Source: an optimization exercise on an open RTL-to-GDS flow (aim: small area, a short achievable clock period and few clock cycles per item). Production flows keep margins and buffers that such runs may drop.
At most, simulation tests tie the RTL to the original design; equivalence was not proved.
Power is estimated from default activity; no workload was simulated.

Setup of run A:
==> flow/design.v (excerpt) <==
module lpc_decoder(
			input wire ACLK,
			input wire ARESET_N,
			input wire[79:0] TDATA,
			input wire TVALID,
			output wire TREADY,
			input wire EN,
			input wire TUSER,
			input wire TLAST,
			output wire[15:0] OUT_DECODED,
			output wire OUT_VALID,
			input wire OUT_READY,
			output wire OUT_LAST,
			output wire OUT_USER
		);
Size in the first run: about 430 cells after synthesis, ~110 I/O pins, about 6000 um^2 of cells after synthesis.
Settings: LEC_CHECK=0, CAP_MARGIN=20, CORE_MARGIN=2, CORE_UTILIZATION=40, SETUP_SLACK_MARGIN=2.5, SLEW_MARGIN=20; clock period 5.0 ns.
run.sh (not shown) runs the stock make flow with config.mk's settings and CLKGATE_MAP_FILE= SYNTH_SCRIPT=/design/flow/synth_recipe.tcl, a recipe that flattens the netlist after the stock synthesis.
Run A | stages: all done | timing, DRC, antenna: all pass
Testbench counts of run A, summed over its fixed seeds: cycles 12,816, items 3,200.
Changes in run B relative to run A:
- SETUP_SLACK_MARGIN now 3.2, was 2.5
==> run summary <==
Compared to run A, the routing of run B uses more wire. On global-route usage over all layers, the higher figure sits with run B, not run A. | fraction of power consumed by the clock network | higher: run A |. Run B ended up with a lower worst IR drop on VDD than run A did. Cmp run B vs run A: initial DRC count higher in run B. Run B vs run A: number of signal-net buffers in the layout up. Comparing run B and run A, the lower total power was measured on run B. Critical path data required time for run B: 1.29 ns down relative to run A. Cell area in run B is about 10% above run A. As far as fraction of registers with async set or reset after synthesis goes, run B and run A are indistinguishable; the numbers are identical.
The inputs of run C differ from those of run B as listed below.
- SETUP_SLACK_MARGIN no longer set, was 3.2
Results
Startpoint of the worst setup timing path: rdy -> run B, OUT_READY -> run C
Measured against run B, the first-pass GRT wire length of run C comes out at 0.906 times the reference value.
On post-layout minimum cycle time: between run B and run C, it ends up lower for run B.
Run C vs run B, kind of critical path: input pin to register vs register to primary output
Run B → run C: transition at the pin with the smallest max-transition slack went up; number of optimization iterations in the first detailed-route pass went up.


lpc_decoder, a different RTL version from the one above (not shown whole).
Size in the first run: about 470 cells after synthesis, about 110 flip-flops, roughly 5700 sq um of cells after synthesis.
export LEC_CHECK = 0
export CAP_MARGIN = 20
export CORE_MARGIN = 2
export CORE_UTILIZATION = 40
export SETUP_SLACK_MARGIN = 2.5
export SLEW_MARGIN = 20
create_clock -name core_clock -period 5.0 [get_ports {ACLK}]
standard.sh (not shown) runs the stock make flow with config.mk's settings and CLKGATE_MAP_FILE= SYNTH_SCRIPT=/design/flow/synth_recipe.tcl, a recipe that flattens the netlist after the stock synthesis.
==> flow/flow/run.sh <==
#!/bin/bash
# The standard layout (the standard.sh: ORFS synthesis to finish) with three
# changes: port buffers are buf_1 cells instead of the delay cells ORFS picks,
# clock tree synthesis adds no dummy loads, and it may use smaller clock buffers.
# Each make run writes its full output to a log file in this folder.
set -euo pipefail
here=$(pwd)
CTS="-sink_clustering_enable -repair_clock_nets -dont_use_dummy_load"
bash standard.sh \
  BUFFER_PORTS_ARGS="-buffer_cell sky130_fd_sc_hd__buf_1" \
  CTS_ARGS="$CTS" \
  finish > "$here/standard_make.log" 2>&1
==> next run, changes <==
--- a/flow/config.mk
+++ b/flow/config.mk
@@ -11 +11 @@
-export SETUP_SLACK_MARGIN = 2.5
+export SETUP_SLACK_MARGIN = 3.2
What happened: The new run finished with timing, DRC and antenna clean. Die area does not change. First-iteration DRC count rises by 12%. Synthesized cell count stays the same. Clock skew barely changes. Clock power falls by about 1%. Design area rises by 7.9%.
Function was not checked in any run of this note: the RTL went through the layout flow alone.


The RTL this note starts from:
==> flow/design.v <==
module lpc_decoder(
			input wire ACLK,
			input wire ARESET_N,
			input wire[79:0] TDATA,
			input wire TVALID,
			output wire TREADY,
			input wire EN,
			input wire TUSER,
			input wire TLAST,
			output wire[15:0] OUT_DECODED,
			output wire OUT_VALID,
			input wire OUT_READY,
			output wire OUT_LAST,
			output wire OUT_USER
		);
	integer i, j;
	reg [7:0] rm, cm;
	always @(*) begin
		for (i = 0; i < 8; i = i + 1)
			rm[i] = ^TDATA[8*i +: 8] ^ TDATA[64+i];
		for (j = 0; j < 8; j = j + 1) begin
			cm[j] = TDATA[72+j];
			for (i = 0; i < 8; i = i + 1)
				cm[j] = cm[j] ^ TDATA[8*i+j];
		end
	end
	reg [7:0] y_rm, y_cm;
	always @(posedge ACLK) begin
		y_rm <= rm;
		y_cm <= cm;
	end
	reg [7:0] rh, ch;
	reg [2:0] rn, cn;
	always @(*) begin
		for (i = 0; i < 8; i = i + 1) begin
			rh[i] = y_rm[i] & ~|(y_rm >> (i+1));
			ch[i] = y_cm[i] & ~|(y_cm >> (i+1));
		end
		rn = {|rh[7:4], |{rh[7:6], rh[3:2]}, |{rh[7], rh[5], rh[3], rh[1]}};
		cn = {|ch[7:4], |{ch[7:6], ch[3:2]}, |{ch[7], ch[5], ch[3], ch[1]}};
	end
	reg        rdy;        
	reg        r_busy;     
	reg [1:0]  k;          
	reg [63:0] r_d;
	reg        r_user, r_last;
	reg        f_v;        
	reg [2:0]  f_row, f_col;    
	reg [15:0] o_d;
	reg        o_v, o_user, o_last;
	wire acc    = rdy;                         
	wire o_free = ~o_v | OUT_READY;
	wire mv     = r_busy & o_free;             
	wire byp    = acc & o_free;                
	wire r_busy_n = acc ? 1'b1 : (mv ? (k != 2'd3) : r_busy);
	wire [15:0] beat_r = k == 2'd0 ? r_d[15:0] : k == 2'd1 ? r_d[31:16] :
	                     k == 2'd2 ? r_d[47:32] : r_d[63:48];
	wire [15:0] beat   = acc ? TDATA[15:0] : beat_r;
	wire        s_v    = acc ? (EN & |y_rm & |y_cm) : f_v;
	wire [2:0]  s_row  = acc ? rn : f_row;
	wire [2:0]  s_col  = acc ? cn : f_col;
	wire [1:0]  s_k    = acc ? 2'd0 : k;
	reg  [15:0] flip;
	always @(*) begin
		for (j = 0; j < 8; j = j + 1) begin
			flip[j]   = s_v & (s_row == {s_k, 1'b0}) & (s_col == j);
			flip[8+j] = s_v & (s_row == {s_k, 1'b1}) & (s_col == j);
		end
	end
	wire [15:0] beat_c = beat ^ flip;           
	always @(posedge ACLK or negedge ARESET_N) begin
		if (~ARESET_N) begin
			r_busy <= 1'b0;
			k      <= 2'd0;
			o_v    <= 1'b0;
		end else begin
			if (acc) begin
				r_busy <= 1'b1;
				k      <= byp ? 2'd1 : 2'd0;
			end else if (mv) begin
				k <= k + 2'd1;
				if (k == 2'd3)
					r_busy <= 1'b0;
			end
			if (byp | mv)
				o_v <= 1'b1;
			else if (OUT_READY)
				o_v <= 1'b0;
		end
	end
	always @(posedge ACLK)
		rdy <= TVALID & ~acc & ~r_busy_n;
	always @(posedge ACLK) begin
		if (acc) begin
			r_d    <= TDATA[63:0];
			r_user <= TUSER;
			r_last <= TLAST;
			f_v    <= EN & |y_rm & |y_cm;
			f_row  <= rn;
			f_col  <= cn;
		end
		if (byp | mv) begin
			o_d    <= {beat_c[7:0], beat_c[15:8]};
			o_user <= acc ? TUSER : (k == 2'd0) & r_user;
			o_last <= acc ? 1'b0 : (k == 2'd3) & r_last;
		end
	end
	assign TREADY      = rdy;
	assign OUT_VALID   = o_v;
	assign OUT_DECODED = o_d;
	assign OUT_USER    = o_user;
	assign OUT_LAST    = o_last;
endmodule
==> flow/config.mk <==
export PLATFORM = sky130hd
export DESIGN_NAME = lpc_decoder
export DESIGN_NICKNAME = lpc_decoder
export VERILOG_FILES = /design/flow/design.v
export SDC_FILE = /design/flow/constraint.sdc
export NUM_CORES = 4
export LEC_CHECK = 0
export CAP_MARGIN = 20
export CORE_MARGIN = 2
export CORE_UTILIZATION = 40
export SETUP_SLACK_MARGIN = 3.25
export SLEW_MARGIN = 20
==> flow/constraint.sdc <==
create_clock -name core_clock -period 5.0 [get_ports {ACLK}]
set_input_delay 1.0000 -clock core_clock [delete_from_list [all_inputs] [get_ports {ACLK}]]
set_output_delay 1.0000 -clock core_clock [all_outputs]
set_load 0.01 [all_outputs]
Scripts as last shown in full above: flow/flow/run.sh
The starting point completed with no timing, DRC or antenna violations.
Testbench counts at the start, summed over its fixed seeds: cycles 12,816, items 3,200.
Edit:
--- a/flow/config.mk
+++ b/flow/config.mk
@@ -10,2 +10,2 @@
-export CORE_UTILIZATION = 40
-export SETUP_SLACK_MARGIN = 3.25
+export CORE_UTILIZATION = 65
+export SETUP_SLACK_MARGIN = 3.0
=> Combinational power is lower by 12%. Fmax decreases by 2.4%. Sequential power hardly moves. Sequential share of layout area is higher by 3.3 points. Cell count came out lower by 10%. Power drops by 11%. Routed wire length is lower by 8.2%.
Edit:
--- a/flow/flow/run.sh
+++ b/flow/flow/run.sh
@@ -8 +8 @@
-CTS="-sink_clustering_enable -repair_clock_nets -dont_use_dummy_load"
+CTS="-sink_clustering_enable -repair_clock_nets -dont_use_dummy_load -buf_list {sky130_fd_sc_hd__clkbuf_4 sky130_fd_sc_hd__clkbuf_8}"
--- a/flow/config.mk
+++ b/flow/config.mk
@@ -10 +10 @@
-export CORE_UTILIZATION = 65
+export CORE_UTILIZATION = 40
=> Count of clock-buffer cells in the layout does not change. Power rises slightly. Die area rises by well over a third. Cell count climbs by roughly a tenth. Final area came out higher by a few percent. Worst hold slack gets worse by 34 ps. First-iteration DRC count decreases by a quarter to a third. Non-clock buffer count went up by 9. Fmax stays flat.
Edit:
--- a/flow/flow/run.sh
+++ b/flow/flow/run.sh
@@ -8 +8 @@
-CTS="-sink_clustering_enable -repair_clock_nets -dont_use_dummy_load -buf_list {sky130_fd_sc_hd__clkbuf_4 sky130_fd_sc_hd__clkbuf_8}"
+CTS="-sink_clustering_enable -repair_clock_nets -dont_use_dummy_load"
Setup slack is better by 33 ps.
Final cell count fell by 1.2%.
Via count fell by 2.9%.
Hold slack is better by 52 ps.
Routed wire length fell by 3.4%.
Power rose by 2.0%.
Maximum frequency rose by 1.7%.
Cell area fell by 1.0%.
Die area stays the same.
Sequential share of layout area rose by 0.41 points.
Utilization fell by 0.51 points.


== tundra ==
Another version of the RTL of lpc_decoder (not shown whole).
For scale: ~460 cells after synthesis, ~110 flip-flops, ~110 I/O pins, roughly 0.0057 sq mm of cells after synthesis.
## lpc_decoder
module lpc_decoder(
			input wire ACLK,
			input wire ARESET_N,
			input wire[79:0] TDATA,
			input wire TVALID,
			output wire TREADY,
			input wire EN,
			input wire TUSER,
			input wire TLAST,
			output wire[15:0] OUT_DECODED,
			output wire OUT_VALID,
			input wire OUT_READY,
			output wire OUT_LAST,
			output wire OUT_USER
		);
make LEC_CHECK=0 CAP_MARGIN=20 CORE_MARGIN=2 CORE_UTILIZATION=40 SLEW_MARGIN=20 finish   # period 5.0 ns
run.sh (not shown) runs the stock make flow with config.mk's settings and CLKGATE_MAP_FILE= SYNTH_SCRIPT=/design/flow/synth_recipe.tcl, a recipe that flattens the netlist after the stock synthesis.
Stock flow here: none of the scripts above is used.
For xenon, these inputs were changed with respect to tundra:
- setting SETUP_SLACK_MARGIN to 3.0 for the first time
==> run summary <==
- The run with more routed wire is xenon, not tundra.
- From xenon to tundra, critical path depth did not move at all.
- Detailed-route wire length on metal 1: tundra and xenon compared, lower one is tundra
- Of tundra and xenon, tundra shows the lower core utilization, with xenon above it.
- Diff tundra -> xenon: fraction of final layout cells with drive strength greater than 1 rose by 13 points; clock power share fell by 3.8 points.
- First-pass iteration count of the detailed router up 3 in xenon wrt tundra
- Looking at largest power group, the combinational cells result is from xenon; the sequential cells one comes from tundra.
- Compared with tundra, xenon ends up with a larger final cell area.
- In the flow results for tundra and xenon, the global-route usage is larger on xenon.
- xenon vs tundra on area added between synthesis and finish: xenon is the higher one.
Edits applied to the flow inputs when going from xenon to zinc:
- SETUP_SLACK_MARGIN removed (was 3.0)
==> flow/flow/run.sh (new file) <==
#!/bin/bash
# The standard layout (the standard.sh: ORFS synthesis to finish) with three
# changes: port buffers are buf_1 cells instead of the delay cells ORFS picks,
# clock tree synthesis adds no dummy loads, and it may use smaller clock buffers.
# Each make run writes its full output to a log file in this folder.
set -euo pipefail
here=$(pwd)
CTS="-sink_clustering_enable -repair_clock_nets -dont_use_dummy_load"
bash standard.sh \
  BUFFER_PORTS_ARGS="-buffer_cell sky130_fd_sc_hd__buf_1" \
  CTS_ARGS="$CTS" \
  finish > "$here/standard_make.log" 2>&1
==> flow/standard.sh (new file) <==
#!/bin/bash
# synth_recipe.tcl (not shown) runs the flow's synth.tcl, then flattens the netlist and writes it again
# the make line also repeats each setting of config.mk as NAME=value (left out here)
make -C /OpenROAD-flow-scripts/flow DESIGN_CONFIG=/design/flow/config.mk WORK_HOME=/design/flow/orfs CLKGATE_MAP_FILE= SYNTH_SCRIPT=/design/flow/synth_recipe.tcl "${@:-finish}"
removed: flow/run.sh
==> comparison <==
The first-pass GRT wire length of zinc is lower than that of xenon.
Post-layout minimum cycle time delta (zinc − xenon): unfavourable
In zinc, cell area is lower than in xenon.
No run of this note included a check of the RTL's function; only the layout flow was run.


Another version of the RTL of lpc_decoder (not shown whole).
Size: about 110 flip-flops, roughly 5500 µm² of cells after synthesis.
clock: 5.0 ns
lec_check: 0
cap_margin: 20
core_margin: 2
core_utilization: 55
setup_slack_margin: 3.0
slew_margin: 20
standard.sh (not shown) runs the stock make flow with config.mk's settings and CLKGATE_MAP_FILE= SYNTH_SCRIPT=/design/flow/synth_recipe.tcl, a recipe that flattens the netlist after the stock synthesis.
==> flow/flow/run.sh <==
#!/bin/bash
# The standard layout (the standard.sh: ORFS synthesis to finish) with three
# changes: port buffers are buf_1 cells instead of the delay cells ORFS picks,
# clock tree synthesis adds no dummy loads, and it may use smaller clock buffers.
# Each make run writes its full output to a log file in this folder.
set -euo pipefail
here=$(pwd)
CTS="-sink_clustering_enable -repair_clock_nets -dont_use_dummy_load"
bash standard.sh \
  BUFFER_PORTS_ARGS="-buffer_cell sky130_fd_sc_hd__buf_1" \
  CTS_ARGS="$CTS" \
  finish > "$here/standard_make.log" 2>&1
The baseline finished clean.
Testbench counts at the start, summed over its fixed seeds: cycles 12,816, items 3,200.
Edit:
Settings changed: CORE_UTILIZATION 55 to 50.
After rerunning: Sequential power hardly moves; die area is higher by roughly a tenth; global-route usage is lower by 0.97 points; cell count is higher slightly; synthesized cell count is unchanged; count of clock-buffer cells in the layout does not change; total power hardly moves; final area barely changes.
Edit:
Settings changed: CORE_UTILIZATION 50 to 40, GPL_TIMING_DRIVEN set to 0.
Wire length rises by a little under a tenth.
Non-clock buffer count rises by 17.
Final area increases by a few percent.
Combinational power grows by about a fifth.
Edit:
Settings changed: CORE_UTILIZATION 40 to 45, GPL_TIMING_DRIVEN 0 to unset, PLACE_DENSITY set to 0.5.
After rerunning:
- power drops by 4.7%
- via count shrinks by 4.1%
- sequential share of layout area increases by 1.9 points
- routed wire length shrinks by 5.9%
- design area falls by 3.9%
- utilization increases by 3.6 points
- non-clock buffer count drops by 17
- clock skew stays flat
- synthesized cell count stays the same
- flip-flop and latch count does not change
- hold slack loses 0.0084 ns


## run 1
lpc_decoder, a different RTL version from the one above (not shown whole).
For scale: roughly 110 I/O pins, about 0.0055 mm² of cells after synthesis.
// lpc_decoder
module lpc_decoder(
			input wire ACLK,
			input wire ARESET_N,
			input wire[79:0] TDATA,
			input wire TVALID,
			output wire TREADY,
			input wire EN,
			input wire TUSER,
			input wire TLAST,
			output wire[15:0] OUT_DECODED,
			output wire OUT_VALID,
			input wire OUT_READY,
			output wire OUT_LAST,
			output wire OUT_USER
		);
clock: 5.0 ns
lec_check: 0
cap_margin: 20
core_margin: 2
core_utilization: 45
setup_slack_margin: 3.15
slew_margin: 20
Scripts as last shown in full above: flow/flow/run.sh
Testbench counts of run 1, summed over its fixed seeds: cycles 12,816, items 3,200.
The following lists how run 2 was set up differently from run 1:
- SETUP_SLACK_MARGIN now 3.0, was 3.15
- CORE_UTILIZATION now 50, was 45
--- outcome ---
- Min hold slack across run 1 and run 2: run 2
- Run 1 ended up with met1 as its busiest metal layer after global routing; run 2 ended up with met2.
- A worst-path cell with the longest stage delay of dfxtp_4 is what run 2 shows, while edfxtp_1 belongs to run 1.
- [compare] base=run 1 new=run 2: required time of the worst setup path barely changed, register share of the cell area climbed 1.6 points.
The following lists how run 3 was set up differently from run 2:
- a change of CORE_UTILIZATION from 50 to 45
==> run summary <==
Run 3 vs run 2 on worst hold slack: run 3 is the higher one. [compare] base=run 2 new=run 3: setup slack went up; post-synthesis to final-layout area growth now sits higher.

-- static timing again, ports no longer ideal --
The flow's constraints put no driver on any port. The routed layouts listed below were extracted and timed again, unchanged, in two steps.
Step 1 (the two cells are an assumption about what drives the block):
set clk [get_ports {ACLK}]
set_driving_cell -lib_cell sky130_fd_sc_hd__clkbuf_16 $clk
set_driving_cell -lib_cell sky130_fd_sc_hd__buf_2 [delete_from_list [all_inputs] $clk]
Step 2, shift: input delay + t, output delay - t, t = (earliest + latest rising clock arrival at the registers) / 2. This alone moves slack from input paths to output paths.
Three values: ideal, step 1, step 2; two values: the first two.
| run | t, ns | slack for setup (ns) | worst register clock-pin slew, ns | worst data-port slew with drivers (ns) | cell pins on the clock port's net |
|---|---|---|---|---|---|
| run A | 0.444 | 2.651 / 2.608 / 2.222 | 0.05 / 0.05 | 0.04 | 1 |
| run B | 0.456 | 2.811 / 2.769 / 2.768 | 0.06 / 0.06 | 0.04 | 1 |
| run C | 0.445 | 1.892 / 1.908 / 1.463 | 0.06 / 0.06 | 0.04 | 1 |
| the first run of note 2 | 0.374 | 2.667 / 2.667 / 2.515 | 0.07 / 0.07 | 0.03 | 1 |
| the second run of note 2 | 0.376 | 2.949 / 2.909 / 2.765 | 0.07 / 0.07 | 0.04 | 1 |
| the first run of note 3 | 0.371 | 3.046 / 3.046 / 2.774 | 0.07 / 0.07 | 0.05 | 1 |
| the second run of note 3 | 0.389 | 2.999 / 2.989 / 2.840 | 0.10 / 0.10 | 0.04 | 1 |
| the third run of note 3 | 0.402 | 2.997 / 2.976 / 2.799 | 0.11 / 0.11 | 0.04 | 1 |
| the fourth run of note 3 | 0.371 | 3.030 / 3.009 / 2.742 | 0.08 / 0.08 | 0.04 | 1 |
| tundra | 0.386 | 1.835 / 1.853 / 1.468 | 0.07 / 0.07 | 0.04 | 1 |
| xenon | 0.376 | 2.973 / 2.938 / 2.562 | 0.07 / 0.07 | 0.07 | 1 |
| zinc | 0.376 | 1.889 / 1.895 / 1.519 | 0.07 / 0.07 | 0.04 | 1 |
| the first run of note 5 | 0.397 | 3.041 / 3.008 / 2.878 | 0.11 / 0.11 | 0.04 | 1 |
| the second run of note 5 | 0.394 | 3.070 / 3.036 / 2.846 | 0.10 / 0.10 | 0.04 | 1 |
| the third run of note 5 | 0.374 | 3.031 / 2.994 / 2.804 | 0.07 / 0.07 | 0.05 | 1 |
| the fourth run of note 5 | 0.381 | 3.062 / 3.022 / 2.858 | 0.07 / 0.07 | 0.03 | 1 |
| run 1 | 0.377 | 3.131 / 3.089 / 2.839 | 0.07 / 0.07 | 0.03 | 1 |
| run 2 | 0.394 | 3.082 / 3.047 / 2.742 | 0.11 / 0.11 | 0.04 | 1 |
| run 3 | 0.380 | 3.142 / 3.100 / 2.802 | 0.08 / 0.08 | 0.04 | 1 |
After both steps setup and hold are still met in every run listed.
